What follows belongs to an exercise in optimizing a design on an open flow for small area; a production flow would make more cautious choices. RTL that was checked went through simulation tests only; none was proved equivalent to the original.

Design systolic_array_8x8, start of the top module:
module systolic_array_8x8 #(parameter DEPTH=8, DATA_WIDTH=8, OUT_SELECT_WIDTH=6) (
	input clk, rstn,
	input r_en, w_en,
	input [2:0] row_select,
	input [2:0] col_select,
	input [OUT_SELECT_WIDTH-1:0] out_select,
	input signed [DATA_WIDTH-1:0] in_row,
	input signed [DATA_WIDTH-1:0] in_col,
	output signed [DATA_WIDTH-1:0] mux_data_out,
	output row_fifo_0_full,
	output row_fifo_0_empty,
	output row_fifo_1_full,
	output row_fifo_1_empty,
	output row_fifo_2_full,
	output row_fifo_2_empty,
	output row_fifo_3_full,
	output row_fifo_3_empty,
	output row_fifo_4_full,
	output row_fifo_4_empty,
	output row_fifo_5_full,
	output row_fifo_5_empty,
	output row_fifo_6_full,
	output row_fifo_6_empty,
	output row_fifo_7_full,
	output row_fifo_7_empty,
	output col_fifo_0_full,
	output col_fifo_0_empty,
	output col_fifo_1_full,
	output col_fifo_1_empty,
	output col_fifo_2_full,
	output col_fifo_2_empty,
	output col_fifo_3_full,
	output col_fifo_3_empty,
	output col_fifo_4_full,
	output col_fifo_4_empty,
	output col_fifo_5_full,
	output col_fifo_5_empty,
	output col_fifo_6_full,
	output col_fifo_6_empty,
	output col_fifo_7_full,
	output col_fifo_7_empty
);
Size: ~72 I/O pins, about 0.13 sq mm of cells after synthesis.
==> flow/config.mk <==
export PLATFORM = sky130hd
export DESIGN_NAME = systolic_array_8x8
export DESIGN_NICKNAME = systolic_array_8x8
export VERILOG_FILES = /design/flow/design.v
export SDC_FILE = /design/flow/constraint.sdc
export NUM_CORES = 4
export LEC_CHECK = 0
export CAP_MARGIN = 20
export CORE_MARGIN = 2
export CORE_UTILIZATION = 60
export CTS_BUF_LIST = sky130_fd_sc_hd__clkbuf_16
export CTS_CLUSTER_DIAMETER = 80
export CTS_CLUSTER_SIZE = 24
export SLEW_MARGIN = 20
export SYNTH_HIERARCHICAL = 1
export SYNTH_MINIMUM_KEEP_SIZE = 0
==> flow/constraint.sdc <==
create_clock -name core_clock -period 10.0 [get_ports {clk}]
set_input_delay 2.0000 -clock core_clock [delete_from_list [all_inputs] [get_ports {clk}]]
set_output_delay 2.0000 -clock core_clock [all_outputs]
set_load 0.01 [all_outputs]
run.sh (not shown) runs the stock make flow with config.mk's settings and CLKGATE_MAP_FILE= SYNTH_SCRIPT=/design/flow/synth_recipe.tcl, a recipe that flattens the netlist after the stock synthesis.
Then changed:
==> flow/flow/run.sh (new file) <==
#!/bin/bash
# The standard layout (standard.sh) with three changes:
# - synthesis maps the logic with flow/abc.script: synth_recipe.tcl with an
#   abc wrapper (flow/abc_proc.tcl) inserted after its first line; the rest,
#   registers included, is the standard synthesis;
# - port buffers are buf_1 cells;
# - clock tree synthesis without dummy loads (same clustering as config.mk).
# make's output goes to standard.log, each ORFS step's log to orfs/logs/.
set -euo pipefail
export FLOW_ABC_SCRIPT="$PWD/flow/abc.script"
{ head -n 1 synth_recipe.tcl; cat flow/abc_proc.tcl; tail -n +2 synth_recipe.tcl; } > synth_abc.tcl
bash standard.sh SYNTH_SCRIPT="$PWD/synth_abc.tcl" \
  BUFFER_PORTS_ARGS="-buffer_cell sky130_fd_sc_hd__buf_1" \
  CTS_ARGS="-sink_clustering_enable -repair_clock_nets -sink_clustering_size 24 -sink_clustering_max_diameter 100 -buf_list sky130_fd_sc_hd__clkbuf_16 -dont_use_dummy_load" \
  finish > standard.log 2>&1
==> flow/flow/abc.script (new file) <==
&get -n
&st
&dch
&nf -R 1000
&st
&syn2
&if -g -K 6
&synch2
&nf -R 1000
&st
&syn2
&if -g -K 6
&synch2
&nf -R 1000
&st
&syn2
&if -g -K 6
&synch2
&nf -R 1000
&st
&syn2
&if -g -K 6
&synch2
&nf -R 1000
&st
&syn2
&if -g -K 6
&synch2
&nf -R 1000
&put
==> flow/flow/abc_proc.tcl (new file) <==
# Use this flow's ABC script (ORFS's speed script without its final buffering
# and gate upsizing, with more area recovery) for the technology mapping.
proc abc {args} {
  set i [lsearch -exact $args -script]
  if { $i >= 0 } {
    set args [lreplace $args [expr {$i + 1}] [expr {$i + 1}] $::env(FLOW_ABC_SCRIPT)]
  }
  yosys abc {*}$args
}
==> flow/standard.sh (new file) <==
#!/bin/bash
# synth_recipe.tcl (not shown) runs the flow's synth.tcl, then flattens the netlist and writes it again
# the make line also repeats each setting of config.mk as NAME=value (left out here)
make -C /OpenROAD-flow-scripts/flow DESIGN_CONFIG=/design/flow/config.mk WORK_HOME=/design/flow/orfs CLKGATE_MAP_FILE= SYNTH_SCRIPT=/design/flow/synth_recipe.tcl "${@:-finish}"
CORE_UTILIZATION = 70   (was 60)
CTS_CLUSTER_DIAMETER = 100   (was 80)
removed: flow/run.sh
Result: The changed run completed with no timing, DRC or antenna violations. Via count goes down by 0.80%. Cell count goes down by 4.9%. Count of clock-buffer cells in the layout goes down by 33. Core utilization goes up by 10 points. Maximum frequency goes up by 13%. Routed wire length goes down by 5.7%. Sequential share of layout area goes up by 2.5 points.
Then changed:
==> flow/flow/run.sh (replaced) <==
#!/bin/bash
# The standard layout, with power recovery (downsizing of gates off the
# critical paths) after global routing. ORFS's logs stay under orfs/logs.
set -euo pipefail
bash standard.sh RECOVER_POWER=100 finish > standard.log 2>&1
CORE_UTILIZATION = 60   (was 70)
CTS_CLUSTER_DIAMETER = 80   (was 100)
removed: flow/flow/abc.script
removed: flow/flow/abc_proc.tcl
Outcome: This time the run reached the layout checks and failed them: capacitance limit, slew limit; global-route usage fell by 5.1 points; via count rose by 1.1%; core utilization fell by 11 points; cell area rose by 5.3%; worst setup slack gets worse by 1.7 ns; flip-flop and latch count is unchanged; worst hold slack gets better by 0.024 ns; clock-buffer cell count rose by 33; wire length rose by 6.1%; cell count rose by 5.1%.
Then changed:
==> flow/flow/run.sh (replaced) <==
#!/bin/bash
# The standard layout, except that synthesis maps the logic with
# flow/abc.script: synth_recipe.tcl with an abc wrapper (flow/abc_proc.tcl)
# inserted after its first line. Everything else, registers included, is
# the standard synthesis and layout. make's output goes to standard.log,
# each ORFS step's log to orfs/logs/.
set -euo pipefail
export FLOW_ABC_SCRIPT="$PWD/flow/abc.script"
{ head -n 1 synth_recipe.tcl; cat flow/abc_proc.tcl; tail -n +2 synth_recipe.tcl; } > synth_abc.tcl
bash standard.sh SYNTH_SCRIPT="$PWD/synth_abc.tcl" finish > standard.log 2>&1
==> flow/flow/abc.script (new file) <==
&get -n
&st
&dch
&nf -R 1000
&st
&syn2
&if -g -K 6
&synch2
&nf -R 1000
&st
&syn2
&if -g -K 6
&synch2
&nf -R 1000
&st
&syn2
&if -g -K 6
&synch2
&nf -R 1000
&st
&syn2
&if -g -K 6
&synch2
&nf -R 1000
&st
&syn2
&if -g -K 6
&synch2
&nf -R 1000
&put
==> flow/flow/abc_proc.tcl (new file) <==
# Use this flow's ABC script (ORFS's speed script without its final buffering
# and gate upsizing, with more area recovery) for the technology mapping.
proc abc {args} {
  set i [lsearch -exact $args -script]
  if { $i >= 0 } {
    set args [lreplace $args [expr {$i + 1}] [expr {$i + 1}] $::env(FLOW_ABC_SCRIPT)]
  }
  yosys abc {*}$args
}
What happened: Now the flow passed the timing, DRC and antenna checks. Design area drops by about 3%. Worst setup slack improves by 0.90 ns.

========
== job 7126 ==
Another version of the RTL of systolic_array_8x8 (not shown whole).
For scale: roughly 72 I/O pins, about 130000 um^2 of cells after synthesis.
export LEC_CHECK = 0
export CAP_MARGIN = 20
export CORE_MARGIN = 2
export CORE_UTILIZATION = 60
export CTS_BUF_LIST = sky130_fd_sc_hd__clkbuf_8
export CTS_CLUSTER_DIAMETER = 60
export CTS_CLUSTER_SIZE = 16
export SLEW_MARGIN = 20
export SYNTH_HIERARCHICAL = 1
export SYNTH_MINIMUM_KEEP_SIZE = 0
create_clock -name core_clock -period 10.0 [get_ports {clk}]
Stock flow here: none of the scripts above is used.
Job 7126 completed end to end with timing, DRC and antenna clean.
What job 3306 does differently from job 7126 at the input level:
Settings: CTS_CLUSTER_SIZE now 30, was 16; CTS_CLUSTER_DIAMETER now 100, was 60; CTS_BUF_LIST now sky130_fd_sc_hd__clkbuf_16, was sky130_fd_sc_hd__clkbuf_8.
==> results.txt <==
Comparing job 3306 against job 7126, there is no change at all in worst-path maximum fanout. When job 3306 is measured against job 7126, its endpoint arrival time on the critical path turns out 0.03 ns lower. The utilization in job 3306 sits 0.24 points below the value recorded for job 7126. Worst setup slack: job 3306 > job 7126. Diff job 3306..job 7126 | area after synthesis | unchanged. Job 3306 ends up with higher fraction of area in registers than job 7126 does. Count of clock-buffer cells in the layout ended up 103 lower on job 3306 than on job 7126. Side by side, post-CTS clock slew at the launch and capture registers of the worst setup and hold paths turned out higher in job 3306 than in job 7126. In job 3306, the final wirelength came out about 0.5% below the value in job 7126. Post-route minimum period delta for job 3306 relative to job 7126: 0.025 ns lower.
No functional check of the RTL was part of any run of this note.

-- afterwards: timing with drivers on the ports --
In the flow no input, the clock included, has a driving cell. The finished layouts below were timed again as built, in two steps. Step 1 sets driving cells, clkbuf_16 on the clock port and buf_2 on the other inputs (assumed; they add their load-dependent delay and slew). Step 2 also shifts input and output timing later by t, the mid clock arrival at the registers, as if the neighbouring blocks saw the same clock. Three values: no drivers, after step 1, after step 2; two values: the first two.
| run | t (ns) | slack for setup (ns) | slew at the worst register clock pin (ns) | cell pins on the clock port's net |
|---|---|---|---|---|
| the first run of note 1 | 0.901 | 1.310 / 1.099 / 1.099 | 0.10 / 0.10 | 1 |
| the second run of note 1 | 0.866 | 2.306 / 2.122 / 2.122 | 0.10 / 0.10 | 1 |
| the third run of note 1 | 0.901 | 0.606 / 0.391 / 0.391 | 0.10 / 0.10 | 1 |
| the fourth run of note 1 | 0.925 | 1.508 / 1.344 / 1.344 | 0.10 / 0.10 | 1 |
| job 7126 | 1.103 | 1.842 / 1.754 / 1.754 | 0.11 / 0.11 | 1 |
| job 3306 | 0.911 | 1.866 / 1.772 / 1.772 | 0.12 / 0.12 | 1 |
The setup slack of the third run of note 1, which loses most, moves by -0.215 ns with the drivers and by -0.215 ns with both steps.
